What follows belongs to an exercise in optimizing a design on an open flow for small area, a short achievable clock period and few clock cycles per item; a production flow would make more cautious choices.
In this exercise RTL edits were held to simulation tests only and were not proved equivalent to the original.

<file path="run.sh">
#!/bin/bash
# synth_recipe.tcl (not shown) runs the flow's synth.tcl, then flattens the netlist and writes it again
# the make line also repeats each setting of config.mk as NAME=value (left out here)
make -C /OpenROAD-flow-scripts/flow DESIGN_CONFIG=/design/flow/config.mk WORK_HOME=/design/flow/orfs CLKGATE_MAP_FILE= SYNTH_SCRIPT=/design/flow/synth_recipe.tcl finish
</file>
<file path="config.mk">
export PLATFORM = sky130hd
export DESIGN_NAME = aes_8_bit
export DESIGN_NICKNAME = aes_8_bit
export VERILOG_FILES = /design/flow/design.v
export SDC_FILE = /design/flow/constraint.sdc
export NUM_CORES = 4
export LEC_CHECK = 0
export ABC_AREA = 1
export CAP_MARGIN = 20
export CORE_MARGIN = 2
export CORE_UTILIZATION = 55
export SETUP_SLACK_MARGIN = 4.3
export SLEW_MARGIN = 20
</file>
<file path="constraint.sdc">
create_clock -name core_clock -period 7.0 [get_ports {clk}]
set_input_delay 1.4000 -clock core_clock [delete_from_list [all_inputs] [get_ports {clk}]]
set_output_delay 1.4000 -clock core_clock [all_outputs]
set_load 0.01 [all_outputs]
</file>
<file path="design.v">
module aes_8_bit (rst, clk, key_in, d_in, d_out, d_vld);
    input rst, clk;
    input [7:0] key_in;
    input [7:0] d_in;
    output reg [7:0] d_out;
    output reg d_vld;
    reg [6:0] cnt;
    always @(posedge clk) begin
        if (rst) cnt <= 7'd0;
        else if (cnt != 7'd127) cnt <= cnt + 7'd1;
    end
    localparam CW = 32;
    localparam [CW-1:0] CW0 = 32'b10000010000000000000000000000001;
    wire [CW-1:0] nx;
    assign nx[0] = (cnt == 7'd0) | (cnt == 7'd1) | (cnt == 7'd2) | (cnt == 7'd3) | (cnt == 7'd4) | (cnt == 7'd5) | (cnt == 7'd6) | (cnt == 7'd7) | (cnt == 7'd8) | (cnt == 7'd9) | (cnt == 7'd10) | (cnt == 7'd11) | (cnt == 7'd12) | (cnt == 7'd13) | (cnt == 7'd14) | (cnt == 7'd15) | (cnt == 7'd16) | (cnt == 7'd17) | (cnt == 7'd18) | (cnt == 7'd19) | (cnt == 7'd20) | (cnt == 7'd21) | (cnt == 7'd22) | (cnt == 7'd23) | (cnt == 7'd24) | (cnt == 7'd25) | (cnt == 7'd26) | (cnt == 7'd27) | (cnt == 7'd28) | (cnt == 7'd29) | (cnt == 7'd30) | (cnt == 7'd31) | (cnt == 7'd32) | (cnt == 7'd33) | (cnt == 7'd34) | (cnt == 7'd35) | (cnt == 7'd36) | (cnt == 7'd37) | (cnt == 7'd38) | (cnt == 7'd39) | (cnt == 7'd40) | (cnt == 7'd41) | (cnt == 7'd42) | (cnt == 7'd43) | (cnt == 7'd44) | (cnt == 7'd45) | (cnt == 7'd46) | (cnt == 7'd47) | (cnt == 7'd48) | (cnt == 7'd49) | (cnt == 7'd50) | (cnt == 7'd51) | (cnt == 7'd52) | (cnt == 7'd53) | (cnt == 7'd54) | (cnt == 7'd55) | (cnt == 7'd56) | (cnt == 7'd57) | (cnt == 7'd58) | (cnt == 7'd59) | (cnt == 7'd60) | (cnt == 7'd61) | (cnt == 7'd62) | (cnt == 7'd63) | (cnt == 7'd64) | (cnt == 7'd65) | (cnt == 7'd66) | (cnt == 7'd67) | (cnt == 7'd68) | (cnt == 7'd69) | (cnt == 7'd70) | (cnt == 7'd71) | (cnt == 7'd72) | (cnt == 7'd73) | (cnt == 7'd74) | (cnt == 7'd78) | (cnt == 7'd82) | (cnt == 7'd86) | (cnt == 7'd90) | (cnt == 7'd91) | (cnt == 7'd92) | (cnt == 7'd93) | (cnt == 7'd94) | (cnt == 7'd95) | (cnt == 7'd96) | (cnt == 7'd97) | (cnt == 7'd98) | (cnt == 7'd99) | (cnt == 7'd100) | (cnt == 7'd101) | (cnt == 7'd102) | (cnt == 7'd103) | (cnt == 7'd104) | (cnt == 7'd105) | (cnt == 7'd106) | (cnt == 7'd107) | (cnt == 7'd108) | (cnt == 7'd109) | (cnt == 7'd110) | (cnt == 7'd111) | (cnt == 7'd112) | (cnt == 7'd113) | (cnt == 7'd114) | (cnt == 7'd115) | (cnt == 7'd116) | (cnt == 7'd117) | (cnt == 7'd118) | (cnt == 7'd119) | (cnt == 7'd120) | (cnt == 7'd121) | (cnt == 7'd122) | (cnt == 7'd123) | (cnt == 7'd124) | (cnt == 7'd125) | (cnt == 7'd126) | (cnt == 7'd127);
    assign nx[1] = (cnt == 7'd75) | (cnt == 7'd79) | (cnt == 7'd83) | (cnt == 7'd87);
    assign nx[2] = (cnt == 7'd76) | (cnt == 7'd80) | (cnt == 7'd84) | (cnt == 7'd88);
    assign nx[3] = (cnt == 7'd77) | (cnt == 7'd81) | (cnt == 7'd85) | (cnt == 7'd89);
    assign nx[4] = (cnt == 7'd74);
    assign nx[5] = (cnt == 7'd74) | (cnt == 7'd75) | (cnt == 7'd76) | (cnt == 7'd77) | (cnt == 7'd78) | (cnt == 7'd79) | (cnt == 7'd80) | (cnt == 7'd81) | (cnt == 7'd82) | (cnt == 7'd83) | (cnt == 7'd84) | (cnt == 7'd85) | (cnt == 7'd86) | (cnt == 7'd87) | (cnt == 7'd88) | (cnt == 7'd89);
    assign nx[6] = (cnt == 7'd1) | (cnt == 7'd5) | (cnt == 7'd9) | (cnt == 7'd13) | (cnt == 7'd25) | (cnt == 7'd26) | (cnt == 7'd27) | (cnt == 7'd28) | (cnt == 7'd31) | (cnt == 7'd32) | (cnt == 7'd33) | (cnt == 7'd34) | (cnt == 7'd37) | (cnt == 7'd38) | (cnt == 7'd39) | (cnt == 7'd40) | (cnt == 7'd43) | (cnt == 7'd44) | (cnt == 7'd45) | (cnt == 7'd46) | (cnt == 7'd49) | (cnt == 7'd50) | (cnt == 7'd51) | (cnt == 7'd52) | (cnt == 7'd55) | (cnt == 7'd56) | (cnt == 7'd57) | (cnt == 7'd58) | (cnt == 7'd61) | (cnt == 7'd62) | (cnt == 7'd63) | (cnt == 7'd64) | (cnt == 7'd67) | (cnt == 7'd68) | (cnt == 7'd69) | (cnt == 7'd70) | (cnt == 7'd73) | (cnt == 7'd74) | (cnt == 7'd75) | (cnt == 7'd76);
    assign nx[7] = (cnt == 7'd2) | (cnt == 7'd6) | (cnt == 7'd10) | (cnt == 7'd14) | (cnt == 7'd25) | (cnt == 7'd26) | (cnt == 7'd27) | (cnt == 7'd28) | (cnt == 7'd31) | (cnt == 7'd32) | (cnt == 7'd33) | (cnt == 7'd34) | (cnt == 7'd37) | (cnt == 7'd38) | (cnt == 7'd39) | (cnt == 7'd40) | (cnt == 7'd43) | (cnt == 7'd44) | (cnt == 7'd45) | (cnt == 7'd46) | (cnt == 7'd49) | (cnt == 7'd50) | (cnt == 7'd51) | (cnt == 7'd52) | (cnt == 7'd55) | (cnt == 7'd56) | (cnt == 7'd57) | (cnt == 7'd58) | (cnt == 7'd61) | (cnt == 7'd62) | (cnt == 7'd63) | (cnt == 7'd64) | (cnt == 7'd67) | (cnt == 7'd68) | (cnt == 7'd69) | (cnt == 7'd70) | (cnt == 7'd73) | (cnt == 7'd74) | (cnt == 7'd75) | (cnt == 7'd76);
    assign nx[8] = (cnt == 7'd3) | (cnt == 7'd7) | (cnt == 7'd11) | (cnt == 7'd15) | (cnt == 7'd25) | (cnt == 7'd26) | (cnt == 7'd27) | (cnt == 7'd28) | (cnt == 7'd31) | (cnt == 7'd32) | (cnt == 7'd33) | (cnt == 7'd34) | (cnt == 7'd37) | (cnt == 7'd38) | (cnt == 7'd39) | (cnt == 7'd40) | (cnt == 7'd43) | (cnt == 7'd44) | (cnt == 7'd45) | (cnt == 7'd46) | (cnt == 7'd49) | (cnt == 7'd50) | (cnt == 7'd51) | (cnt == 7'd52) | (cnt == 7'd55) | (cnt == 7'd56) | (cnt == 7'd57) | (cnt == 7'd58) | (cnt == 7'd61) | (cnt == 7'd62) | (cnt == 7'd63) | (cnt == 7'd64) | (cnt == 7'd67) | (cnt == 7'd68) | (cnt == 7'd69) | (cnt == 7'd70) | (cnt == 7'd73) | (cnt == 7'd74) | (cnt == 7'd75) | (cnt == 7'd76);
    assign nx[9] = (cnt == 7'd4) | (cnt == 7'd8) | (cnt == 7'd12) | (cnt == 7'd16) | (cnt == 7'd25) | (cnt == 7'd26) | (cnt == 7'd27) | (cnt == 7'd28) | (cnt == 7'd31) | (cnt == 7'd32) | (cnt == 7'd33) | (cnt == 7'd34) | (cnt == 7'd37) | (cnt == 7'd38) | (cnt == 7'd39) | (cnt == 7'd40) | (cnt == 7'd43) | (cnt == 7'd44) | (cnt == 7'd45) | (cnt == 7'd46) | (cnt == 7'd49) | (cnt == 7'd50) | (cnt == 7'd51) | (cnt == 7'd52) | (cnt == 7'd55) | (cnt == 7'd56) | (cnt == 7'd57) | (cnt == 7'd58) | (cnt == 7'd61) | (cnt == 7'd62) | (cnt == 7'd63) | (cnt == 7'd64) | (cnt == 7'd67) | (cnt == 7'd68) | (cnt == 7'd69) | (cnt == 7'd70) | (cnt == 7'd73) | (cnt == 7'd74) | (cnt == 7'd75) | (cnt == 7'd76);
    assign nx[10] = (cnt == 7'd1) | (cnt == 7'd2) | (cnt == 7'd3) | (cnt == 7'd4) | (cnt == 7'd25) | (cnt == 7'd31) | (cnt == 7'd37) | (cnt == 7'd43) | (cnt == 7'd49) | (cnt == 7'd55) | (cnt == 7'd61) | (cnt == 7'd67) | (cnt == 7'd73);
    assign nx[11] = (cnt == 7'd5) | (cnt == 7'd6) | (cnt == 7'd7) | (cnt == 7'd8) | (cnt == 7'd26) | (cnt == 7'd32) | (cnt == 7'd38) | (cnt == 7'd44) | (cnt == 7'd50) | (cnt == 7'd56) | (cnt == 7'd62) | (cnt == 7'd68) | (cnt == 7'd74);
    assign nx[12] = (cnt == 7'd9) | (cnt == 7'd10) | (cnt == 7'd11) | (cnt == 7'd12) | (cnt == 7'd27) | (cnt == 7'd33) | (cnt == 7'd39) | (cnt == 7'd45) | (cnt == 7'd51) | (cnt == 7'd57) | (cnt == 7'd63) | (cnt == 7'd69) | (cnt == 7'd75);
    assign nx[13] = (cnt == 7'd13) | (cnt == 7'd14) | (cnt == 7'd15) | (cnt == 7'd16) | (cnt == 7'd28) | (cnt == 7'd34) | (cnt == 7'd40) | (cnt == 7'd46) | (cnt == 7'd52) | (cnt == 7'd58) | (cnt == 7'd64) | (cnt == 7'd70) | (cnt == 7'd76);
    assign nx[14] = (cnt == 7'd17) | (cnt == 7'd18) | (cnt == 7'd19) | (cnt == 7'd20) | (cnt == 7'd65);
    assign nx[15] = (cnt == 7'd23) | (cnt == 7'd65) | (cnt == 7'd71);
    assign nx[16] = (cnt == 7'd29) | (cnt == 7'd71);
    assign nx[17] = (cnt == 7'd35) | (cnt == 7'd65);
    assign nx[18] = (cnt == 7'd41) | (cnt == 7'd65) | (cnt == 7'd71);
    assign nx[19] = (cnt == 7'd47) | (cnt == 7'd71);
    assign nx[20] = (cnt == 7'd53);
    assign nx[21] = (cnt == 7'd59);
    assign nx[22] = (cnt == 7'd77) | (cnt == 7'd81) | (cnt == 7'd85) | (cnt == 7'd89);
    assign nx[23] = (cnt == 7'd17) | (cnt == 7'd23) | (cnt == 7'd29) | (cnt == 7'd35) | (cnt == 7'd41) | (cnt == 7'd47) | (cnt == 7'd53) | (cnt == 7'd59) | (cnt == 7'd65) | (cnt == 7'd71);
    assign nx[24] = (cnt == 7'd17) | (cnt == 7'd18) | (cnt == 7'd19) | (cnt == 7'd20) | (cnt == 7'd23) | (cnt == 7'd24) | (cnt == 7'd25) | (cnt == 7'd26) | (cnt == 7'd29) | (cnt == 7'd30) | (cnt == 7'd31) | (cnt == 7'd32) | (cnt == 7'd35) | (cnt == 7'd36) | (cnt == 7'd37) | (cnt == 7'd38) | (cnt == 7'd41) | (cnt == 7'd42) | (cnt == 7'd43) | (cnt == 7'd44) | (cnt == 7'd47) | (cnt == 7'd48) | (cnt == 7'd49) | (cnt == 7'd50) | (cnt == 7'd53) | (cnt == 7'd54) | (cnt == 7'd55) | (cnt == 7'd56) | (cnt == 7'd59) | (cnt == 7'd60) | (cnt == 7'd61) | (cnt == 7'd62) | (cnt == 7'd65) | (cnt == 7'd66) | (cnt == 7'd67) | (cnt == 7'd68) | (cnt == 7'd71) | (cnt == 7'd72) | (cnt == 7'd73) | (cnt == 7'd74);
    assign nx[25] = (cnt == 7'd0) | (cnt == 7'd1) | (cnt == 7'd2) | (cnt == 7'd3) | (cnt == 7'd4) | (cnt == 7'd5) | (cnt == 7'd6) | (cnt == 7'd7) | (cnt == 7'd8) | (cnt == 7'd9) | (cnt == 7'd10) | (cnt == 7'd11) | (cnt == 7'd12) | (cnt == 7'd13) | (cnt == 7'd14) | (cnt == 7'd15) | (cnt == 7'd16) | (cnt == 7'd17) | (cnt == 7'd18) | (cnt == 7'd19) | (cnt == 7'd20) | (cnt == 7'd21) | (cnt == 7'd22) | (cnt == 7'd23) | (cnt == 7'd27) | (cnt == 7'd28) | (cnt == 7'd29) | (cnt == 7'd33) | (cnt == 7'd34) | (cnt == 7'd35) | (cnt == 7'd39) | (cnt == 7'd40) | (cnt == 7'd41) | (cnt == 7'd45) | (cnt == 7'd46) | (cnt == 7'd47) | (cnt == 7'd51) | (cnt == 7'd52) | (cnt == 7'd53) | (cnt == 7'd57) | (cnt == 7'd58) | (cnt == 7'd59) | (cnt == 7'd63) | (cnt == 7'd64) | (cnt == 7'd65) | (cnt == 7'd69) | (cnt == 7'd70) | (cnt == 7'd71) | (cnt == 7'd75) | (cnt == 7'd76) | (cnt == 7'd77) | (cnt == 7'd90) | (cnt == 7'd91) | (cnt == 7'd92) | (cnt == 7'd93) | (cnt == 7'd94) | (cnt == 7'd95) | (cnt == 7'd96) | (cnt == 7'd97) | (cnt == 7'd98) | (cnt == 7'd99) | (cnt == 7'd100) | (cnt == 7'd101) | (cnt == 7'd102) | (cnt == 7'd103) | (cnt == 7'd104) | (cnt == 7'd105) | (cnt == 7'd106) | (cnt == 7'd107) | (cnt == 7'd108) | (cnt == 7'd109) | (cnt == 7'd110) | (cnt == 7'd111) | (cnt == 7'd112) | (cnt == 7'd113) | (cnt == 7'd114) | (cnt == 7'd115) | (cnt == 7'd116) | (cnt == 7'd117) | (cnt == 7'd118) | (cnt == 7'd119) | (cnt == 7'd120) | (cnt == 7'd121) | (cnt == 7'd122) | (cnt == 7'd123) | (cnt == 7'd124) | (cnt == 7'd125) | (cnt == 7'd126) | (cnt == 7'd127);
    assign nx[26] = (cnt == 7'd24) | (cnt == 7'd30) | (cnt == 7'd36) | (cnt == 7'd42) | (cnt == 7'd48) | (cnt == 7'd54) | (cnt == 7'd60) | (cnt == 7'd66) | (cnt == 7'd72) | (cnt == 7'd78) | (cnt == 7'd79) | (cnt == 7'd80) | (cnt == 7'd81);
    assign nx[27] = (cnt == 7'd25) | (cnt == 7'd31) | (cnt == 7'd37) | (cnt == 7'd43) | (cnt == 7'd49) | (cnt == 7'd55) | (cnt == 7'd61) | (cnt == 7'd67) | (cnt == 7'd73) | (cnt == 7'd82) | (cnt == 7'd83) | (cnt == 7'd84) | (cnt == 7'd85);
    assign nx[28] = (cnt == 7'd26) | (cnt == 7'd32) | (cnt == 7'd38) | (cnt == 7'd44) | (cnt == 7'd50) | (cnt == 7'd56) | (cnt == 7'd62) | (cnt == 7'd68) | (cnt == 7'd74) | (cnt == 7'd86) | (cnt == 7'd87) | (cnt == 7'd88) | (cnt == 7'd89);
    assign nx[29] = (cnt == 7'd23) | (cnt == 7'd24) | (cnt == 7'd25) | (cnt == 7'd26) | (cnt == 7'd29) | (cnt == 7'd30) | (cnt == 7'd31) | (cnt == 7'd32) | (cnt == 7'd35) | (cnt == 7'd36) | (cnt == 7'd37) | (cnt == 7'd38) | (cnt == 7'd41) | (cnt == 7'd42) | (cnt == 7'd43) | (cnt == 7'd44) | (cnt == 7'd47) | (cnt == 7'd48) | (cnt == 7'd49) | (cnt == 7'd50) | (cnt == 7'd53) | (cnt == 7'd54) | (cnt == 7'd55) | (cnt == 7'd56) | (cnt == 7'd59) | (cnt == 7'd60) | (cnt == 7'd61) | (cnt == 7'd62) | (cnt == 7'd65) | (cnt == 7'd66) | (cnt == 7'd67) | (cnt == 7'd68) | (cnt == 7'd71) | (cnt == 7'd72) | (cnt == 7'd73) | (cnt == 7'd74);
    assign nx[30] = (cnt == 7'd15) | (cnt == 7'd21) | (cnt == 7'd27) | (cnt == 7'd33) | (cnt == 7'd39) | (cnt == 7'd45) | (cnt == 7'd51) | (cnt == 7'd57) | (cnt == 7'd63) | (cnt == 7'd69);
    assign nx[31] = (cnt == 7'd0) | (cnt == 7'd1) | (cnt == 7'd2) | (cnt == 7'd3) | (cnt == 7'd4) | (cnt == 7'd5) | (cnt == 7'd6) | (cnt == 7'd7) | (cnt == 7'd8) | (cnt == 7'd9) | (cnt == 7'd10) | (cnt == 7'd11) | (cnt == 7'd12) | (cnt == 7'd13) | (cnt == 7'd14);
    reg [CW-1:0] cw;
    always @(posedge clk) cw <= rst ? CW0 : nx;
    wire        ld      = cw[31];
    wire        p1_key  = cw[30];
    wire        p1_dat  = cw[29];
    wire [3:0]  gsel    = cw[28:25];    
    wire        k_step  = cw[24];
    wire        k_step0 = cw[23];
    wire        k_rot   = cw[22];
    wire [7:0]  rcv     = cw[21:14];
    wire [3:0]  s_col   = cw[13:10];
    wire [3:0]  s_row   = cw[9:6];
    wire        outp    = cw[5];
    wire        first   = cw[4];        
    wire [3:0]  orow    = cw[3:0];      
    reg [7:0] S [0:3][0:3];    
    reg [31:0] K0, K1, K2, K3;  
    reg [31:0] P1;
    reg [47:0] P2;
    function [7:0] xt;
        input [7:0] b;
        xt = {b[6:0], 1'b0} ^ (b[7] ? 8'h1b : 8'h00);
    endfunction
    reg [7:0] spare;
    always @(posedge clk) spare <= S[1][0];
    function [7:0] sel4;
        input [3:0] s;
        input [7:0] a0, a1, a2, a3;
        sel4 = ({8{s[0]}} & a0) | ({8{s[1]}} & a1) | ({8{s[2]}} & a2) | ({8{s[3]}} & a3);
    endfunction
    wire [7:0] g0 = sel4(gsel,                 S[0][0], S[0][1], S[0][2], S[0][3]);
    wire [7:0] g1 = sel4({gsel[2:0], gsel[3]},   spare,   S[1][1], S[1][2], S[1][3]);
    wire [7:0] g2 = sel4({gsel[1:0], gsel[3:2]}, S[2][0], S[2][1], S[2][2], S[2][3]);
    wire [7:0] g3 = sel4({gsel[0], gsel[3:1]},   S[3][0], S[3][1], S[3][2], S[3][3]);
    wire [7:0] mt = g0 ^ g1 ^ g2 ^ g3;
    wire [7:0] m0 = g0 ^ mt ^ xt(g0 ^ g1);
    wire [7:0] m1 = g1 ^ mt ^ xt(g1 ^ g2);
    wire [7:0] m2 = g2 ^ mt ^ xt(g2 ^ g3);
    wire [7:0] m3 = g3 ^ mt ^ xt(g3 ^ g0);
    wire [31:0] xr = {m0, m1, m2, m3} ^ K0;      
    wire [31:0] xo = {g0, g1, g2, g3} ^ K0;      
    wire [7:0] x0in = d_in ^ key_in;
    wire [31:0] p1_in = p1_dat ? xr :
                        p1_key ? {K3[23:16], K3[15:8], K3[7:0], K3[31:24]} :
                        {4{x0in}};
    wire [31:0] p1_lin;
    genvar l;
    generate
        for (l = 0; l < 4; l = l + 1) begin : lin
            sbox_lin u0 (p1_in[31-8*l -: 8], p1_lin[31-8*l -: 8]);
        end
    endgenerate
    always @(posedge clk) P1 <= p1_lin;
    wire [47:0] mid;
    wire [31:0] sb;
    generate
        for (l = 0; l < 4; l = l + 1) begin : lane
            sbox_s1 u1 (P1[31-8*l -: 8], mid[47-12*l -: 12]);
            sbox_s2 u2 (P2[47-12*l -: 12], sb[31-8*l -: 8]);
        end
    endgenerate
    always @(posedge clk) P2 <= mid;
    integer i, j;
    always @(posedge clk) begin
        for (i = 0; i < 4; i = i + 1)
            for (j = 0; j < 4; j = j + 1)
                if (s_row[i] & s_col[j]) S[i][j] <= sb[31-8*i -: 8];
    end
    wire [31:0] knew = K0 ^ (k_step0 ? (sb ^ {rcv, 24'h0}) : (k_rot ? 32'h0 : K3));
    always @(posedge clk) begin
        if (ld) begin
            case (cnt[1:0])
                2'd0: begin
                    if (cnt[3:2] != 2'd0) begin
                        K0 <= K1; K1 <= K2; K2 <= K3;
                    end
                    K3[31:24] <= key_in;
                end
                2'd1: K3[23:16] <= key_in;
                2'd2: K3[15:8] <= key_in;
                2'd3: K3[7:0] <= key_in;
            endcase
        end else if (k_step | k_rot) begin
            K0 <= K1; K1 <= K2; K2 <= K3; K3 <= knew;
        end
    end
    always @(posedge clk) begin
        d_out <= first ? (S[0][0] ^ K1[31:24])
                       : sel4(orow, xo[31:24], xo[23:16], xo[15:8], xo[7:0]);
        if (rst) d_vld <= 1'b0;
        else if (outp) d_vld <= 1'b1;
    end
endmodule
module GF_SQ_2 ( A, Q );
    input [1:0] A;
    output [1:0] Q;
    assign Q = { A[0], A[1] };
endmodule
module GF_MULS_2 ( A, ab, B, cd, Y );
    input [1:0] A;
    input ab;
    input [1:0] B;
    input cd;
    output [1:0] Y;
    wire abcd, p, q;
    assign abcd = ~(ab & cd);  
    assign p = (~(A[1] & B[1])) ^ abcd;
    assign q = (~(A[0] & B[0])) ^ abcd;
    assign Y = { p, q };
endmodule
module GF_MULS_SCL_2 ( A, ab, B, cd, Y );
    input [1:0] A;
    input ab;
    input [1:0] B;
    input cd;
    output [1:0] Y;
    wire t, p, q;
    assign t = ~(A[0] & B[0]);  
    assign p = (~(ab & cd)) ^ t;
    assign q = (~(A[1] & B[1])) ^ t;
    assign Y = { p, q };
endmodule
module GF_INV_4 ( X, Y );
input [3:0] X;
output [3:0] Y;
    wire [1:0] a, b, c, d, p, q;
    wire sa, sb, sd;  
    assign a = X[3:2];
    assign b = X[1:0];
    assign sa = a[1] ^ a[0];
    assign sb = b[1] ^ b[0];
    assign c = {  
    ~(a[1] | b[1]) ^ (~(sa & sb)) ,
    ~(sa | sb) ^ (~(a[0] & b[0])) };
    GF_SQ_2 dinv( c, d);
    assign sd = d[1] ^ d[0];
    GF_MULS_2 pmul(d, sd, b, sb, p);
    GF_MULS_2 qmul(d, sd, a, sa, q);
    assign Y = { p, q };
endmodule
module GF_MULS_4 ( A, a1, Al, Ah, aa, B, b1, Bl, Bh, bb, Q );
    input [3:0] A;
    input [1:0] a1;
    input Al;
    input Ah;
    input aa;
    input [3:0] B;
    input [1:0] b1;
    input Bl;
    input Bh;
    input bb;
    output [3:0] Q;
    wire [1:0] ph, pl, p;
    GF_MULS_2 himul(A[3:2], Ah, B[3:2], Bh, ph);
    GF_MULS_2 lomul(A[1:0], Al, B[1:0], Bl, pl);
    GF_MULS_SCL_2 summul( a1, aa, b1, bb, p);
    assign Q = { (ph ^ p), (pl ^ p) };
endmodule
module GF_INV_8 ( X, Y );
    input [7:0] X;
    output [7:0] Y;
    wire [3:0] a, b, c, d, p, q;
    wire [1:0] sa, sb, sd;  
    wire al, ah, aa, bl, bh, bb, dl, dh, dd;  
    wire c1, c2, c3;  
    assign a = X[7:4];
    assign b = X[3:0];
    assign sa = a[3:2] ^ a[1:0];
    assign sb = b[3:2] ^ b[1:0];
    assign al = a[1] ^ a[0];
    assign ah = a[3] ^ a[2];
    assign aa = sa[1] ^ sa[0];
    assign bl = b[1] ^ b[0];
    assign bh = b[3] ^ b[2];
    assign bb = sb[1] ^ sb[0];
    assign c1 = ~(ah & bh);
    assign c2 = ~(sa[0] & sb[0]);
    assign c3 = ~(aa & bb);
    assign c = { 
    (~(sa[0] | sb[0]) ^ (~(a[3] & b[3]))) ^ c1 ^ c3 ,
    (~(sa[1] | sb[1]) ^ (~(a[2] & b[2]))) ^ c1 ^ c2 ,
    (~(al | bl) ^ (~(a[1] & b[1]))) ^ c2 ^ c3 ,
    (~(a[0] | b[0]) ^ (~(al & bl))) ^ (~(sa[1] & sb[1])) ^ c2 };
    GF_INV_4 dinv( c, d);
    assign sd = d[3:2] ^ d[1:0];
    assign dl = d[1] ^ d[0];
    assign dh = d[3] ^ d[2];
    assign dd = sd[1] ^ sd[0];
    GF_MULS_4 pmul(d, sd, dl, dh, dd, b, sb, bl, bh, bb, p);
    GF_MULS_4 qmul(d, sd, dl, dh, dd, a, sa, al, ah, aa, q);
    assign Y = { p, q };
endmodule
module bSbox ( A, Q );
    input [7:0] A;
    output [7:0] Q;
    wire [7:0] B, C;
    wire R1, R2, R3, R4, R5, R6, R7, R8, R9;
    wire T1, T2, T3, T4, T5, T6, T7, T8, T9;
    assign R1 = A[7] ^ A[5] ;
    assign R2 = A[7] ^ A[4] ;
    assign R3 = A[6] ^ A[0] ;
    assign R4 = A[5] ^ R3 ;
    assign R5 = A[4] ^ R4 ;
    assign R6 = A[3] ^ A[0] ;
    assign R7 = A[2] ^ R1 ;
    assign R8 = A[1] ^ R3 ;
    assign R9 = A[3] ^ R8 ;
    assign B[7] = R7 ^ R8 ;
    assign B[6] = R5 ;
    assign B[5] = A[1] ^ R4 ;
    assign B[4] = R1 ^ R3 ;
    assign B[3] = A[1] ^ R2 ^ R6 ;
    assign B[2] = A[0] ;
    assign B[1] = R4 ;
    assign B[0] = A[2] ^ R9 ;
    GF_INV_8 inv( B, C );
    assign T1 = C[7] ^ C[3] ;
    assign T2 = C[6] ^ C[4] ;
    assign T3 = C[6] ^ C[0] ;
    assign T4 = C[5] ^ C[3] ;
    assign T5 = C[5] ^ T1 ;
    assign T6 = C[5] ^ C[1] ;
    assign T7 = C[4] ^ T6 ;
    assign T8 = C[2] ^ T4 ;
    assign T9 = C[1] ^ T2 ;
    assign Q[7] = T4 ;
    assign Q[6] = ~T1 ;
    assign Q[5] = ~T3 ;
    assign Q[4] = T5 ;
    assign Q[3] = T2 ^ T5 ;
    assign Q[2] = T3 ^ T8 ;
    assign Q[1] = ~T7 ;
    assign Q[0] = ~T9 ;
endmodule
module sbox_lin ( A, B );
    input [7:0] A;
    output [7:0] B;
    wire R1, R2, R3, R4, R5, R6, R7, R8, R9;
    assign R1 = A[7] ^ A[5] ;
    assign R2 = A[7] ^ A[4] ;
    assign R3 = A[6] ^ A[0] ;
    assign R4 = A[5] ^ R3 ;
    assign R5 = A[4] ^ R4 ;
    assign R6 = A[3] ^ A[0] ;
    assign R7 = A[2] ^ R1 ;
    assign R8 = A[1] ^ R3 ;
    assign R9 = A[3] ^ R8 ;
    assign B[7] = R7 ^ R8 ;
    assign B[6] = R5 ;
    assign B[5] = A[1] ^ R4 ;
    assign B[4] = R1 ^ R3 ;
    assign B[3] = A[1] ^ R2 ^ R6 ;
    assign B[2] = A[0] ;
    assign B[1] = R4 ;
    assign B[0] = A[2] ^ R9 ;
endmodule
module sbox_s1 ( B, M );
    input [7:0] B;
    output [11:0] M;  
    wire [3:0] a, b, c, d;
    wire [1:0] sa, sb;
    wire al, ah, aa, bl, bh, bb, c1, c2, c3;
    assign a = B[7:4];
    assign b = B[3:0];
    assign sa = a[3:2] ^ a[1:0];
    assign sb = b[3:2] ^ b[1:0];
    assign al = a[1] ^ a[0];
    assign ah = a[3] ^ a[2];
    assign aa = sa[1] ^ sa[0];
    assign bl = b[1] ^ b[0];
    assign bh = b[3] ^ b[2];
    assign bb = sb[1] ^ sb[0];
    assign c1 = ~(ah & bh);
    assign c2 = ~(sa[0] & sb[0]);
    assign c3 = ~(aa & bb);
    assign c = {
    (~(sa[0] | sb[0]) ^ (~(a[3] & b[3]))) ^ c1 ^ c3 ,
    (~(sa[1] | sb[1]) ^ (~(a[2] & b[2]))) ^ c1 ^ c2 ,
    (~(al | bl) ^ (~(a[1] & b[1]))) ^ c2 ^ c3 ,
    (~(a[0] | b[0]) ^ (~(al & bl))) ^ (~(sa[1] & sb[1])) ^ c2 };
    GF_INV_4 dinv( c, d);
    assign M = {d, a, b};
endmodule
module sbox_s2 ( M, Q );
    input [11:0] M;
    output [7:0] Q;
    wire [3:0] a, b, d, p, q;
    wire [1:0] sa, sb, sd;
    wire al, ah, aa, bl, bh, bb, dl, dh, dd;
    wire [7:0] C;
    wire T1, T2, T3, T4, T5, T6, T7, T8, T9;
    assign d = M[11:8];
    assign a = M[7:4];
    assign b = M[3:0];
    assign sa = a[3:2] ^ a[1:0];
    assign sb = b[3:2] ^ b[1:0];
    assign al = a[1] ^ a[0];
    assign ah = a[3] ^ a[2];
    assign aa = sa[1] ^ sa[0];
    assign bl = b[1] ^ b[0];
    assign bh = b[3] ^ b[2];
    assign bb = sb[1] ^ sb[0];
    assign sd = d[3:2] ^ d[1:0];
    assign dl = d[1] ^ d[0];
    assign dh = d[3] ^ d[2];
    assign dd = sd[1] ^ sd[0];
    GF_MULS_4 pmul(d, sd, dl, dh, dd, b, sb, bl, bh, bb, p);
    GF_MULS_4 qmul(d, sd, dl, dh, dd, a, sa, al, ah, aa, q);
    assign C = { p, q };
    assign T1 = C[7] ^ C[3] ;
    assign T2 = C[6] ^ C[4] ;
    assign T3 = C[6] ^ C[0] ;
    assign T4 = C[5] ^ C[3] ;
    assign T5 = C[5] ^ T1 ;
    assign T6 = C[5] ^ C[1] ;
    assign T7 = C[4] ^ T6 ;
    assign T8 = C[2] ^ T4 ;
    assign T9 = C[1] ^ T2 ;
    assign Q[7] = T4 ;
    assign Q[6] = ~T1 ;
    assign Q[5] = ~T3 ;
    assign Q[4] = T5 ;
    assign Q[3] = T2 ^ T5 ;
    assign Q[2] = T3 ^ T8 ;
    assign Q[1] = ~T7 ;
    assign Q[0] = ~T9 ;
endmodule
</file>
==> results of run 1 <==
cells in the final DEF, fill, tap and decap left out, types with 12 or more instances in the layout:
cell type / Yosys / routed
buf_4: 7 / 66
xor2_2: 12 / 22
dfxtp_2: 0 / 27
nor2_1: 217 / 202
a21oi_1: 75 / 70
nand4_1: 23 / 23
a31oi_1: 12 / 12
nand2_1: 1109 / 1055
o21ai_0: 99 / 85
edfxtp_1: 256 / 256
inv_1: 367 / 347
xnor2_1: 101 / 94
nand2_2: 38 / 82
nor2_2: 13 / 16
nand3_1: 224 / 219
nor2_4: 6 / 19
o22ai_1: 27 / 15
inv_2: 22 / 36
dfxtp_1: 135 / 102
clkbuf_1: 19 / 15
o21ai_1: 6 / 18
or2_2: 18 / 18
xor2_1: 147 / 129
clkbuf_16: 0 / 45
nor3_1: 22 / 15
registers in the layout (all words and copies together) (netlist names):
| name | flops |
|---|---|
| spare | 8 |
| P1 | 32 |
| d_out | 8 |
| cnt | 7 |
| d_vld | 1 |
| K1 | 32 |
| K0 | 32 |
| K3 | 32 |
| S | 128 |
| P2 | 48 |
| K2 | 32 |
| cw | 31 |
layer usage:
metal,part of all wire,vias to the layer above,GRT usage,routed length [um]
met4,0.045,4,0.140,3550
met2,0.44,1212,0.540,35000
met1,0.42,10100,0.480,33100
met3,0.10,215,0.0605,7970
li1,-,10100,-,-
met5,0.00034,-,0,27
per-stage QoR:
stage | util | setup slack (ns) | cell area [um2]
finish | 0.649 | 4.34 | 27400
global route | 0.649 | 4.20 | 27400
CTS | 0.620 | 4.26 | 26100
detailed placement | 0.580 | 3.31 | 24400
global placement | 0.580 | 3.36 | 24400
floorplan | - | 4.31 | 23600
kinds of logic (layout without fill, tap and decap cells):
group	count (synthesis)	after routing
AOI/OAI and AO/OA	274	274
xor gates and xnor gates	266	266
adders and majority gates	4	4
buffers and inverters	441	572
DFF	391	391
and+or+nand+nor	1723	1724
area by class of cell:
class | instances | area [um2]
fill | 3566 | 14800
clock inverter | 14 | 176
timing repair buffer | 102 | 953
sequential | 391 | 10400
clock buffer | 63 | 1210
tap | 539 | 674
inverter | 393 | 1510
multi-input combinational | 2268 | 12400
repair_timing:
action | 4_1_cts | 5_1_grt
gates cloned | 0 | 2
setup endpoints to repair | 62 | 68
gates resized for setup | 74 | 213
setup buffers | 12 | 44
pin swaps | 12 | 38
worst paths after layout:
check	from	to	slack (ns)	cells past startpoint
hold / removal	S[4][2]	spare[2]	0.33	0
hold reg to reg	S[4][2]	spare[2]	0.33	0
setup reg to reg	cnt[0]	cw[8]	4.34	11
setup / recovery	cnt[0]	cw[8]	4.34	11
==> results.txt, run 1 <==
synth cell count leaders=nand2_1, inv_1, edfxtp_1; n_diodes=0; Worst Setup End Kind=register; worst hold slack=0.333 ns; DPL Wire Length=around 59000 um; Port Buf Inserts=26; most frequent cell after synthesis=nand2_1; Gate Count Post-Synth=slightly above 3000; Post-layout nets=about 3200; Hold WC Path Type=reg -> reg; CP arrival=~3.1 ns; CP bufs+invs=3; DRC=0; Hold Violations, Final=0; Core Area=between 40000 and 50000 um2; Chip Width=roughly 210 um; routed via count=between 20000 and 25000; Placer Congestion=approximately 1; post-synthesis cell type count=64; crit-path max FO=5; Synth Cell Area=23600 um2; Ys Warns=2; CP top delay family=simple AND/OR/NAND/NOR gates; Layout Skew=0.0240 ns; status=complete, no violations; setup violators final=0; Root Driver=clkbuf_16; Initial Util=0.560; Synth Area in XOR/XNOR=0.105; Synth Area in Simple Gates=0.309; Ports=27; Final Cycle Share=0.379; layout cell share with drive strength beyond 1=0.144; slowest CP cell=dfxtp_2; Post-synth EDFFs=between 200 and 300; clock-pin slew on the worst setup and hold paths=about 0.070 ns; placed cells=3635; Final ANT Viol Nets=0; Cell Count, Final, Fillers Out=between 3000 and 4000; worst path cell trace=ha_1 -> inv_1 -> nor2_1 -> inv_1 -> nor2_1 -> nor2_1 -> inv_1 -> nor3_2 -> nand4_1 -> nor3_2 -> nor2_1; synthesized flop and latch total=around 390; Critical Path Start Type=register; mux contribution to synthesized area=0; Max Fclk=around 380 MHz; area share of the largest cell type after synthesis=0.326; Worst EP required=~7.4 ns; syn_area_per_cell=~7.6 um2; gr usage total=0.346; Compound-Gate Fraction of Synth Area=0.0698; TritonCTS Buffers=42; # hold bufs at CTS=0; Yosys top cell by area=edfxtp_1; Rel. slew slack=0.242; number of global-route vias before repair=around 20000; drt pass-1 iters=8; Max-Cap Viols=0; unrepaired setup endpoints after global routing=true; final setup TNS=0 ns; grt ovf=0; DRT Wirelength=approximately 80000 um; Seq/Total Area, Yosys=0.440; CP peak stage delay=about 0.35 ns; Synth Area in Adders=0.00212; vias per cell=between 5 and 6; deepest clock path buffer count=3; ys async rst share=0; post-synth net total=around 3100; post-route minimum period=roughly 2.7 ns; largest net degree at the start of global routing=65; Worst path most repeated cell=nor2_1; wire length per cell=21.1 um; CTS HTree Levels=2; # rows=75; Final Slew Violations=0; Top FF cell, synth=edfxtp_1; die area=~45000 um2; largest family of logic cells by synthesized area=simple AND/OR/NAND/NOR gates; worst-margin pin slew=1.13 ns; Crit Path Category=reg -> reg; initial detailed-routing violation count=~2700; clock latency (worst-skew pair)=just under 0.6 ns; CTS Sinks=a little under 400; dominant cells by area after synthesis=edfxtp_1, nand2_1, dfxtp_1; height of the die=around 210 um; synthesis-to-layout area growth=16.0%; initial antenna violation count=1; first-pass GRT wire length=116000 um; CTS tree=done
Testbench counts, summed over its fixed seeds: cycles 47,104, blocks 512.
==> run 2: changes to the inputs <==
--- a/config.mk
+++ b/config.mk
@@ -5,9 +5,8 @@
 export SDC_FILE = /design/flow/constraint.sdc
 export NUM_CORES = 4
 export LEC_CHECK = 0
-export ABC_AREA = 1
-export CAP_MARGIN = 20
+export CAP_MARGIN = 5
 export CORE_MARGIN = 2
 export CORE_UTILIZATION = 55
 export SETUP_SLACK_MARGIN = 4.3
-export SLEW_MARGIN = 20
+export SLEW_MARGIN = 5
==> run 2 against run 1 <==
Critical path depth down 2. Die area down 9.4%. Still clean. Via count down 26%. Setup slack worse by 0.19 ns.
==> results.txt, run 2 <==
number of global-route vias before repair=~15000; vias per cell=5.98; CP arrival=around 3.2 ns; initial antenna violation count=1; status=complete, no violations; Root Driver=clkbuf_16; worst-margin pin slew=1.01 ns; unrepaired setup endpoints after global routing=true; setup violators final=0; Hold Path Depth=0; most frequent cell after synthesis=edfxtp_1; r2r startpoint=P2[0]; Cell Count, Final, Fillers Out=2667; crit-path max FO=7; synthesis-to-layout area growth=22.9%; DPL Wire Length=slightly above 40000 um; Hold Violations, Final=0; Reg-to-Reg End=K3[2]; Crit Path Category=reg -> reg; DRC=0; Final ANT Viol Nets=0; n_diodes=0; Ys Warns=2; Max Fclk=351 MHz; final instance area=about 26000 um2; Chip Width=201 um; multi-input logic area=11900 um2; CTS tree=done; drt pass-1 iters=5; Seq/Total Area, Yosys=0.487; Post-DP Area=about 22000 um2; Post-layout nets=~2100; Rel. slew slack=0.324; Layout Skew=about 0.027 ns; final core occ=0.682; Yosys top cell by area=edfxtp_1; Port Buf Inserts=26; post-synthesis cell type count=just over 70; clock latency (worst-skew pair)=roughly 0.58 ns; grt ovf=0; wire length per cell=around 23 um; largest net degree at the start of global routing=63; CTS Sinks=391; Placement Setup Slack=between 3 and 4 ns; height of the die=201 um; gr usage total=0.293; initial detailed-routing violation count=between 1000 and 1500; Register-to-Register Path Depth=9; biggest regs=S x128, P2 x48; Gate Count Post-Synth=slightly above 2000; Post-synth EDFFs=roughly 260; clock-pin slew on the worst setup and hold paths=~0.060 ns; TritonCTS Buffers=45; Final Slew Violations=0; worst hold slack=approximately 0.34 ns; synth cell count leaders=edfxtp_1, xnor2_1, xor2_1; first-pass GRT wire length=90300 um; WHS Endpoint=spare[0]; area share of the largest cell type after synthesis=0.360; post-synth net total=approximately 2000; Worst EP required=between 7 and 8 ns; Synth Cell Area=21300 um2; post-route minimum period=about 2.8 ns; Hold WC Path Type=reg -> reg; Ports=27; deepest clock path buffer count=3; Worst Setup End Kind=register; # rows=between 70 and 80; die area=40400 um2; Critical Path Start Type=register; Max-Cap Viols=0; hold_sp=S[4][0]; Placer Congestion=about 0.95; routed via count=between 15000 and 20000; Sequential Area=between 10000 and 15000 um2; commonest non-fill, non-tap cell in the layout=edfxtp_1; final worst slack=4.15 ns; most frequent cells in the layout=edfxtp_1, xnor2_1, xor2_1, o21ai_0, buf_4; synthesized flop and latch total=391; syn_area_per_cell=~11 um2; DRT Wirelength=between 60000 and 70000 um; Reg with most FFs=S; dominant cells by area after synthesis=edfxtp_1, dfxtp_1, xnor2_1; Largest register FFs=about 130; ys async rst share=0; final setup TNS=0 ns; Initial Util=0.555; Top FF cell, synth=edfxtp_1; filler cell count=just under 3000; layout cell share with drive strength beyond 1=0.238; Reg2Reg Setup Slack=between 4 and 5 ns; Core Area=just under 40000 um2; Final Cycle Share=0.407; placed cells=2469; CTS HTree Levels=2
[run 2: cell count changes in the layout (fill, tap and decap cells not counted), moves of 50 or more]
cell / delta
nand2_2: -61
inv_1: -297
o21ai_0: +50
nor2_1: -90
buf_4: +51
xnor2_1: +89
a22oi_1: +96
nand3_1: -196
nand2_1: -968
[run 2: timing repair]
| action | CTS | global route |
|---|---|---|
| gates cloned | 0 | 2 |
| pin swaps | 48 | 77 |
| hold buffers | 0 | 0 |
| setup endpoints to repair | 168 | 130 |
| resized for setup | 187 | 160 |
| buffers inserted | 41 | 71 |
[run 2: cell type report]
type | instances | share of cell area
inverter | 56 | 0.00840
multi-input combinational | 1458 | 0.456
timing repair buffer | 160 | 0.0537
sequential | 391 | 0.400
tap | 518 | 0.0247
clock buffer | 60 | 0.0479
clock inverter | 24 | 0.00997
[run 2: worst max-delay path by stage]
stage / to / cells after the start / startpoint / slack, ns
after global routing: K3[2] / 9 / P2[0] / 3.97
final: K3[2] / 9 / P2[0] / 4.15
after global placement: P1[23] / 10 / key_in[5] / 3.54
after CTS: K3[2] / 10 / P2[6] / 4.14
after floorplan: K0[0] / 6 / cnt[1] / 4.04
after detailed placement: P1[23] / 10 / key_in[5] / 3.49
[run 2: cells by family (layout without fill, tap and decap cells)]
group	count (synthesis)	count (layout)	share of synthesized area
AOI/OAI and AO/OA	500	500	0.148
xor gates and xnor gates	475	475	0.207
adders and majority gates	4	4	0.00235
buffers and inverters	175	300	0.0324
DFF	391	391	0.487
muxes	52	52	0.0262
and+or+nand+nor	427	427	0.0965
[run 2: per-layer routing]
metal  up-vias  GRT usage  share of wire  wire, um
li1       7371          -              -         -
met1      7928      0.407           0.43     26200
met2       547      0.486           0.49     29900
met3        91     0.0351          0.062      3790
met4         0     0.0876          0.027      1680
met5         -          0              0         0
[run 2: worst max-delay path, cell delays in order, from the launching register on]
cell and delay, ns:
dfxtp_1 0.37, xnor2_1 0.49, nor2_1 0.11, xnor2_1 0.19
xnor2_1 0.11, xnor2_1 0.36, xor2_1 0.41, xnor2_4 0.24
and4b_1 0.27, nor3_2 0.04
==> run 3: changes to the inputs <==
--- a/config.mk
+++ b/config.mk
@@ -5,8 +5,8 @@
 export SDC_FILE = /design/flow/constraint.sdc
 export NUM_CORES = 4
 export LEC_CHECK = 0
-export CAP_MARGIN = 5
+export CAP_MARGIN = 20
 export CORE_MARGIN = 2
-export CORE_UTILIZATION = 55
+export CORE_UTILIZATION = 50
 export SETUP_SLACK_MARGIN = 4.3
-export SLEW_MARGIN = 5
+export SLEW_MARGIN = 20
==> run 3 against run 2 <==
Final cell count up 0.60%. Core utilization down 6.2 points. Global-route usage down 2.5 points. Count of clock-buffer cells in the layout down 1. Worst hold slack better by 0.0016 ns. Clock skew down 0.011 ns. Still clean.
==> results.txt, run 3 <==
Worst Setup End Kind=register; slowest CP cell=dfxtp_4; dominant cells by area after synthesis=edfxtp_1, dfxtp_1, xnor2_1; r2r startpoint=P2[47]; vias per cell=roughly 6; # rows=75; Final Slew Violations=0; # hold bufs at CTS=0; met1 Use GR=0.362; Max Fclk=367 MHz; Initial Util=0.507; drt pass-1 iters=5; multi-input logic area=between 10000 and 15000 um2; clock latency (worst-skew pair)=0.57 ns; die area=44300 um2; commonest non-fill, non-tap cell in the layout=edfxtp_1; TritonCTS Buffers=44; number of global-route vias before repair=about 15000; CP peak stage delay=about 0.45 ns; final setup TNS=0 ns; Hold WC Path Type=reg -> reg; DRT Wirelength=around 61000 um; Ys Warns=2; post-synthesis cell type count=roughly 70; Max-Cap Viols=0; Final ANT Viol Nets=0; Critical Path Start Type=register; DRC=0; biggest regs=S x128, P2 x48; CP top delay family=XOR/XNOR gates; ys async rst share=0; grt ovf=0; CTS tree=done; Placement Setup Slack=roughly 3.4 ns; CP arrival=about 3 ns; setup violators final=0; grt met3 use=0.0423; Rel. slew slack=0.272; worst path cell trace=mux2_2 -> a221oi_4 -> xnor2_2 -> xnor3_2 -> xor2_2 -> xnor2_2 -> a22oi_1 -> xor2_1 -> o21ai_0; Register-to-Register Path Depth=9; Chip Width=between 200 and 250 um; syn_area_per_cell=~11 um2; CTS HTree Levels=2; Post-layout nets=2130; Top FF cell, synth=edfxtp_1; final worst slack=4.27 ns; Layout Skew=about 0.016 ns; layout cell share with drive strength beyond 1=0.235; Synth Cell Area=approximately 21000 um2; post-route minimum period=roughly 2.7 ns; first-pass GRT wire length=between 80000 and 90000 um; most frequent cells in the layout=edfxtp_1, xnor2_1, xor2_1, o21ai_0, buf_4; height of the die=about 210 um; area share of the largest cell type after synthesis=0.360; gr usage total=0.268; final core occ=0.620; Worst Setup EP=K3[26]; synthesized flop and latch total=slightly below 400; CTS Sinks=391; worst-margin pin slew=1.08 ns; Yosys top cell by area=edfxtp_1; Root Driver=clkbuf_16; Port Buf Inserts=26; Reg2Reg Setup Slack=~4.3 ns; filler cell count=roughly 3400; CP bufs+invs=0; Placer Congestion=roughly 0.95; Critical Path Stages=9; Sequential Area=10500 um2; Hold Violations, Final=0; synth cell count leaders=edfxtp_1, xnor2_1, xor2_1; Post-synth EDFFs=256; status=complete, no violations; routed via count=15800; Largest register FFs=roughly 130; Seq/Total Area, Yosys=0.487; Worst path most repeated cell=xnor2_2; initial antenna violation count=1; Cell Count, Final, Fillers Out=approximately 2700; Worst EP required=roughly 7.3 ns; unrepaired setup endpoints after global routing=true; Ports=27; initial detailed-routing violation count=1444; Core Area=~42000 um2; Reg-to-Reg End=K3[26]; Crit Path Category=reg -> reg; placed cells=around 2500; DPL Wire Length=approximately 42000 um; GR Util met2=0.432; crit-path max FO=13; synthesis-to-layout area growth=22.2%; worst setup path startpoint=P2[47]; Gate Count Post-Synth=2024; post-synth net total=just over 2000; clock-pin slew on the worst setup and hold paths=0.06 ns; most frequent cell after synthesis=edfxtp_1; largest net degree at the start of global routing=63; wire length per cell=22.8 um; Final Cycle Share=0.390; grt peak-use layer=met2; deepest clock path buffer count=3; Reg with most FFs=S
## run 3: per-layer routing
layer	wire length (um)	vias to the layer above
li1	-	7350
met1	26300	7783
met2	29200	503
met3	3530	128
met4	2270	0
met5	0	-
## run 3: layout make-up
| cell class | count | area share |
|---|---|---|
| Inverter | 56 | 0.00835 |
| Timing Repair Buffer | 157 | 0.0526 |
| Clock buffer | 59 | 0.0464 |
| Sequential cell | 391 | 0.402 |
| Tap cell | 539 | 0.0259 |
| Clock inverter | 21 | 0.00893 |
| Multi-Input combinational cell | 1458 | 0.456 |
| Antenna cell | 2 | 0.000192 |
## run 3: worst min-delay path by stage
| stage | start | endpoint | slack, ns | cells after the start |
|---|---|---|---|---|
| after floorplan | S[4][0] | spare[0] | 0.32 | 0 |
| after global placement | S[4][3] | spare[3] | 0.33 | 0 |
| after detailed placement | S[4][7] | spare[7] | 0.33 | 0 |
| after CTS | S[4][0] | spare[0] | 0.34 | 0 |
| after global routing | S[4][0] | spare[0] | 0.35 | 0 |
| final | S[4][0] | spare[0] | 0.34 | 0 |
## run 3: stage by stage
step	area, um2	hold WS [ns]
5_1_grt	26100	0.347
2_1_floorplan	21500	0.323
3_5_place_dp	22100	0.327
4_1_cts	24700	0.341
3_3_place_gp	22100	0.325
6_report	26100	0.340
## run 3: worst reg2reg max path, stage by stage (launching register included)
cell	delay [ns]
dfxtp_4	0.45
mux2_2	0.38
a221oi_4	0.32
xnor2_2	0.20
xnor3_2	0.32
xor2_2	0.18
xnor2_2	0.15
a22oi_1	0.17
xor2_1	0.18
o21ai_0	0.10
## run 3: what timing repair did
action | 4_1_cts | 5_1_grt
pin swaps | 37 | 79
setup buffers | 37 | 73
setup endpoints to repair | 176 | 65
resized for setup | 180 | 154
cloned | 0 | 1
## run 3: kinds of logic after synthesis
family / count (synthesis) / synth area share
flops: 391 / 0.487
compound gates: 500 / 0.148
simple gates: 427 / 0.0965
fa+ha+maj: 4 / 0.00235
buf+inv: 175 / 0.0324
mux: 52 / 0.0262
xor+xnor: 475 / 0.207
==> run 4: changes to the inputs <==
--- a/config.mk
+++ b/config.mk
@@ -7,6 +7,8 @@
 export LEC_CHECK = 0
 export CAP_MARGIN = 20
 export CORE_MARGIN = 2
-export CORE_UTILIZATION = 50
+export CORE_UTILIZATION = 55
+export GPL_ROUTABILITY_DRIVEN = 0
+export GPL_TIMING_DRIVEN = 1
 export SETUP_SLACK_MARGIN = 4.3
 export SLEW_MARGIN = 20
==> run 4 against run 3 <==
Sequential share of layout area fell by 0.35 points. Sequential cell count did not move. Setup slack got worse by 0.0012 ns. Die area fell by 8.9%. Fmax barely moved. Routed wire length fell by 1.1%.
==> results.txt, run 4 <==
final worst slack=about 4.3 ns; first-pass GRT wire length=around 90000 um; grt ovf=0; Layout Skew=0.0149 ns; Final Cycle Share=0.390; setup violators final=0; ys async rst share=0; n_diodes=0; Core Area=around 38000 um2; Reg with most FFs=S; height of the die=~200 um; final setup TNS=0 ns; mux contribution to synthesized area=0.0262; drt pass-1 iters=5; Final Slew Violations=0; DRC=0; # rows=72; CP bufs+invs=2; Seq/Total Area, Yosys=0.487; syn_area_per_cell=approximately 11 um2; wire length on met3=between 3000 and 4000 um; Ports=27; vias per cell=between 6 and 7; Crit Path Category=in -> reg; post-synthesis cell type count=slightly above 70; initial detailed-routing violation count=around 1400; Synth Area in Simple Gates=0.0965; biggest regs=S x128, P2 x48; Worst path most repeated cell=xor2_1; CP peak stage delay=~0.4 ns; most frequent cells in the layout=edfxtp_1, xnor2_1, xor2_1, buf_4, o21ai_0; CP arrival=~3.2 ns; CTS tree=done; Worst Setup End Kind=register; post-route minimum period=roughly 2.7 ns; Rel. slew slack=0.290; # hold bufs at CTS=0; Root Driver=clkbuf_16; Final ANT Viol Nets=0; Port Buf Inserts=26; initial antenna violation count=1; Post-synth EDFFs=between 200 and 300; die area=around 40000 um2; M1 wire length=between 20000 and 30000 um; Max Fclk=about 370 MHz; Largest register FFs=between 100 and 150; clock latency (worst-skew pair)=between 0.5 and 0.6 ns; status=complete, no violations; Synth Cell Area=between 20000 and 25000 um2; Compound-Gate Fraction of Synth Area=0.148; layout cell share with drive strength beyond 1=0.247; Hold WC Path Type=reg -> reg; Ys Warns=2; unrepaired setup endpoints after global routing=true; CTS Sinks=~390; wire length per cell=22.6 um; Sequential Area=10500 um2; Yosys top cell by area=edfxtp_1; routed via count=between 15000 and 20000; Worst EP required=around 7.5 ns; filler cell count=2881; multi-input logic area=approximately 12000 um2; slowest CP cell=clkdlybuf4s50_1; synthesis-to-layout area growth=23.4%; commonest non-fill, non-tap cell in the layout=edfxtp_1; largest net degree at the start of global routing=63; met2 routed WL=around 29000 um; clock-pin slew on the worst setup and hold paths=0.06 ns; Placement Setup Slack=about 3.4 ns; CP top delay family=XOR/XNOR gates; most frequent cell after synthesis=edfxtp_1; deepest clock path buffer count=3; synth cell count leaders=edfxtp_1, xnor2_1, xor2_1; Critical Path Start Type=input pin; largest family of logic cells by synthesized area=XOR/XNOR gates; crit-path max FO=4; post-synth net total=roughly 2000; dominant cells by area after synthesis=edfxtp_1, dfxtp_1, xnor2_1; Post-DP Area=22000 um2; Synth Area in Adders=0.00235; area share of the largest cell type after synthesis=0.360; Max-Cap Viols=0; Hold Violations, Final=0; gr usage total=0.292; DRT Wirelength=60600 um; Synth Area in XOR/XNOR=0.207; Top FF cell, synth=edfxtp_1; Chip Width=approximately 200 um; CTS HTree Levels=2; final instance area=26300 um2; worst-margin pin slew=approximately 1.1 ns; TritonCTS Buffers=43; Post-layout nets=between 2000 and 2500; Initial Util=0.555; Gate Count Post-Synth=just over 2000; top sig layer=met5; worst path cell trace=clkdlybuf4s50_1 -> xor2_1 -> nor2_2 -> buf_4 -> nor3_2 -> a21oi_2 -> xnor2_2 -> xor2_1 -> xnor2_1; number of global-route vias before repair=around 15000; DPL Wire Length=slightly above 40000 um; synthesized flop and latch total=around 400
-- run 4: cell types whose count changed in the layout (fill, tap and decap cells not counted), sizes merged --
cell / before / now
clkdlybuf4s50: 6 / 5
clkdlybuf4s18: 0 / 1
clkdlybuf4s15: 0 / 2
clkinv: 9 / 8
dlymetal6s2s: 9 / 8
bufinv: 4 / 7
clkinvlp: 7 / 5
buf: 128 / 148
clkbuf: 62 / 60
diode: 2 / 0
inv: 57 / 55
-- run 4: path summary, 6_finish.rpt --
path,to,from,depth (start not counted),slack (ns)
max,P1[8],d_in[1],9,4.27
min,spare[7],S[4][7],0,0.34
max reg2reg,P1[7],cw[25],12,4.29
min reg2reg,spare[7],S[4][7],0,0.34
-- run 4: worst reg2reg max path: cells and delay by family (launching register included) --
| kind | cells | cell delay (ns) |
|---|---|---|
| xor+xnor | 6 | 1.19 |
| flops | 1 | 0.39 |
| simple gates | 1 | 0.20 |
| compound gates | 2 | 0.33 |
| buf+inv | 3 | 0.55 |
-- run 4: final cells by class --
cell class | count | area share
Inverter | 56 | 0.00817
Tap cell | 518 | 0.0246
Timing Repair Buffer | 176 | 0.0577
Clock buffer | 59 | 0.0470
Clock inverter | 19 | 0.0107
Multi-Input combinational cell | 1458 | 0.453
Sequential cell | 391 | 0.398
-- run 4: cell families after synthesis --
| group | after synthesis |
|---|---|
| muxes | 52 |
| adders and majority gates | 4 |
| DFF | 391 |
| AOI/OAI and AO/OA | 500 |
| buffers and inverters | 175 |
| and+or+nand+nor | 427 |
| xor gates and xnor gates | 475 |
-- run 4: metal layers --
metal / global-route usage / vias up
li1: - / 7397
met1: 0.393 / 7880
met2: 0.485 / 639
met3: 0.0412 / 150
met4: 0.105 / 2
met5: 0 / -
-- run 4: timing repair --
| action | 4_1_cts | 5_1_grt |
|---|---|---|
| pin swaps | 47 | 85 |
| resized for setup | 204 | 152 |
| setup endpoints to repair | 163 | 132 |
| setup buffers | 45 | 88 |
-- run 4: per-stage QoR --
| step | utilization | instances | hold WS, ns |
|---|---|---|---|
| 6_report | 0.684 | 2677 | 0.338 |
| 5_1_grt | 0.684 | 2677 | 0.346 |
| 4_1_cts | 0.645 | 2589 | 0.338 |
| 3_5_place_dp | 0.572 | 2466 | 0.327 |
| 3_3_place_gp | 0.572 | 2466 | 0.325 |
| 2_1_floorplan | - | 2024 | 0.323 |
==> run 5: changes to the inputs <==
--- a/config.mk
+++ b/config.mk
@@ -8,7 +8,6 @@
 export CAP_MARGIN = 20
 export CORE_MARGIN = 2
 export CORE_UTILIZATION = 55
-export GPL_ROUTABILITY_DRIVEN = 0
-export GPL_TIMING_DRIVEN = 1
+export PLACE_DENSITY_LB_ADDON = 0.1
 export SETUP_SLACK_MARGIN = 4.3
 export SLEW_MARGIN = 20
==> run 5 against run 4 <==
Count of clock-buffer cells in the layout fell by 2. Non-clock buffer count rose by 24. Routed wire length rose by 1.0%. Final cell count rose by 0.86%. Clock skew rose by 0.0070 ns. Via count rose by 0.37%. Area after synthesis did not move. Setup slack barely moved. Global-route usage rose by 0.18 points. Register-to-register slack got worse by 0.02 ns. Critical endpoint is now K3[1]. Critical path type is now reg -> reg. Die area did not move.
==> results.txt, run 5 <==
Root Driver=clkbuf_16; height of the die=approximately 200 um; Hold Violations, Final=0; Ys Warns=2; CTS Sinks=around 390; most frequent cell after synthesis=edfxtp_1; area share of the largest cell type after synthesis=0.360; Synth Cell Area=~21000 um2; routed via count=16100; grt ovf=0; Placement Setup Slack=around 3.4 ns; final setup TNS=0 ns; Initial Util=0.555; post-synth net total=between 2000 and 2500; initial detailed-routing violation count=roughly 1600; clock-pin slew on the worst setup and hold paths=approximately 0.060 ns; Worst EP required=approximately 7.3 ns; Core Area=38500 um2; Largest register FFs=between 100 and 150; Top FF cell, synth=edfxtp_1; drt pass-1 iters=6; wire length per cell=between 20 and 25 um; largest net degree at the start of global routing=63; Hold WC Path Type=reg -> reg; first-pass GRT wire length=approximately 91000 um; die area=around 40000 um2; Reg2Reg Setup Slack=~4.3 ns; commonest non-fill, non-tap cell in the layout=edfxtp_1; Placer Congestion=roughly 0.98; DRT Wirelength=61200 um; unrepaired setup endpoints after global routing=true; initial antenna violation count=1; # hold bufs at CTS=0; crit-path max FO=9; synthesis-to-layout area growth=24.2%; deepest clock path buffer count=3; most frequent cells in the layout=edfxtp_1, xnor2_1, xor2_1, buf_4, o21ai_0; final worst slack=around 4.3 ns; n_diodes=0; placed cells=between 2000 and 2500; Rel. slew slack=0.274; Layout Skew=roughly 0.022 ns; status=complete, no violations; syn_area_per_cell=between 10 and 15 um2; DRC=0; CTS HTree Levels=2; Post-synth EDFFs=256; WHS Endpoint=spare[6]; Max Fclk=~370 MHz; Register-to-Register Path Depth=11; Critical Path Start Type=register; Crit Path Category=reg -> reg; Seq/Total Area, Yosys=0.487; Port Buf Inserts=26; Post-layout nets=approximately 2200; ys async rst share=0; layout cell share with drive strength beyond 1=0.255; Gate Count Post-Synth=between 2000 and 2500; hold_sp=S[4][6]; Final Cycle Share=0.390; post-route minimum period=2.73 ns; Reg-to-Reg End=K3[1]; Yosys top cell by area=edfxtp_1; dominant cells by area after synthesis=edfxtp_1, dfxtp_1, xnor2_1; CP arrival=~3 ns; clock latency (worst-skew pair)=between 0.5 and 0.6 ns; synth cell count leaders=edfxtp_1, xnor2_1, xor2_1; number of global-route vias before repair=approximately 15000; r2r startpoint=P2[8]; Hold Path Depth=0; post-synthesis cell type count=72; Final ANT Viol Nets=0; Final Slew Violations=0; setup violators final=0; Reg with most FFs=S; TritonCTS Buffers=between 40 and 50; Max-Cap Viols=0; Ports=27; CTS tree=done; # rows=72; synthesized flop and latch total=a little under 400; gr usage total=0.294; biggest regs=S x128, P2 x48; vias per cell=5.97; Chip Width=201 um; Worst Setup End Kind=register; DPL Wire Length=around 40000 um; Cell Count, Final, Fillers Out=2700; worst-margin pin slew=approximately 1.1 ns
[run 5: layer usage]
metal,up-vias,GRT usage,part of all wire
met2,627,0.485,0.48
met4,0,0.0868,0.029
met5,-,0,0
li1,7413,-,-
met3,111,0.0469,0.072
met1,7977,0.402,0.42
[run 5: how the worst max path moves through the flow]
stage	start	end	slack, ns
4_1_cts	P2[7]	K3[2]	4.28
6_report	P2[8]	K3[1]	4.27
2_1_floorplan	cnt[1]	K0[0]	4.04
5_1_grt	P2[2]	K3[2]	4.14
3_5_place_dp	key_in[5]	P1[23]	3.39
3_3_place_gp	key_in[0]	P1[15]	3.47
[run 5: metrics by stage]
step / utilization / instance area, um2 / hold slack [ns]
5_1_grt: 0.689 / 26500 / 0.356
3_3_place_gp: 0.572 / 22000 / 0.324
2_1_floorplan: - / 21500 / 0.323
3_5_place_dp: 0.572 / 22000 / 0.329
6_report: 0.689 / 26500 / 0.339
4_1_cts: 0.649 / 25000 / 0.345
[run 5: cell type report]
class                      count  area (um2)
clock inverter                20         256
multi-input combinational   1458       12000
fill                        2793       12000
tap                          518         648
clock buffer                  57        1170
timing repair buffer         200        1750
inverter                      56         215
sequential                   391       10500
[run 5: critical path, cell delays in order, from the launching register on]
cell,delay (ns)
dfxtp_4,0.38
buf_12,0.14
xnor2_4,0.16
nor3_2,0.28
a31oi_4,0.07
buf_4,0.17
xnor2_2,0.35
xor2_2,0.14
xnor2_2,0.34
a22oi_1,0.14
xor2_1,0.17
o21ai_0,0.09
[run 5: cell families (layout without fill, tap and decap cells)]
family | count (synthesis) | in the layout | synth area share
flops | 391 | 391 | 0.487
xor+xnor | 475 | 475 | 0.207
compound gates | 500 | 500 | 0.148
mux | 52 | 52 | 0.0262
fa+ha+maj | 4 | 4 | 0.00235
buf+inv | 175 | 333 | 0.0324
simple gates | 427 | 427 | 0.0965
[run 5: timing repair]
| action | 4_1_cts | 5_1_grt |
|---|---|---|
| setup buffers | 67 | 90 |
| pin swaps | 51 | 91 |
| setup endpoints to repair | 174 | 118 |
| resized for setup | 198 | 158 |

port drivers added, routing unchanged:
The results above use ideal ports. As a check the final layouts listed here were re-extracted and re-timed, cells and wires unchanged.
Step 1 sets driving cells, clkbuf_16 on the clock port and buf_2 on the other inputs (assumed; they add their load-dependent delay and slew).
Step 2 times the ports against the registers' clock, not the clock port: input delays grow and output delays shrink by t, the midpoint of the rising clock arrivals with the driver on.
Slacks: ideal / step 1 / step 2; pairs: ideal / step 1.
run | shift t [ns] | setup slack, ns | worst setup path after step 2 | clock arrival spread, ns | slew at the worst register clock pin (ns)
run 1 | 0.629 | 4.345 / 4.345 / 3.791 | input to register | 0.025 / 0.025 | 0.07 / 0.07
run 2 | 0.627 | 4.151 / 4.151 / 3.722 | input to register | 0.028 / 0.028 | 0.06 / 0.06
run 3 | 0.621 | 4.273 / 4.273 / 3.688 | input to register | 0.017 / 0.016 | 0.07 / 0.07
run 4 | 0.614 | 4.272 / 4.287 / 3.690 | input to register | 0.015 / 0.016 | 0.06 / 0.06
run 5 | 0.625 | 4.271 / 4.271 / 3.746 | input to register | 0.023 / 0.022 | 0.07 / 0.07
After both steps every run listed still meets setup and hold. For run 3, which loses most, drivers alone change the setup slack by 0.000 ns; drivers and shift together by -0.585 ns.
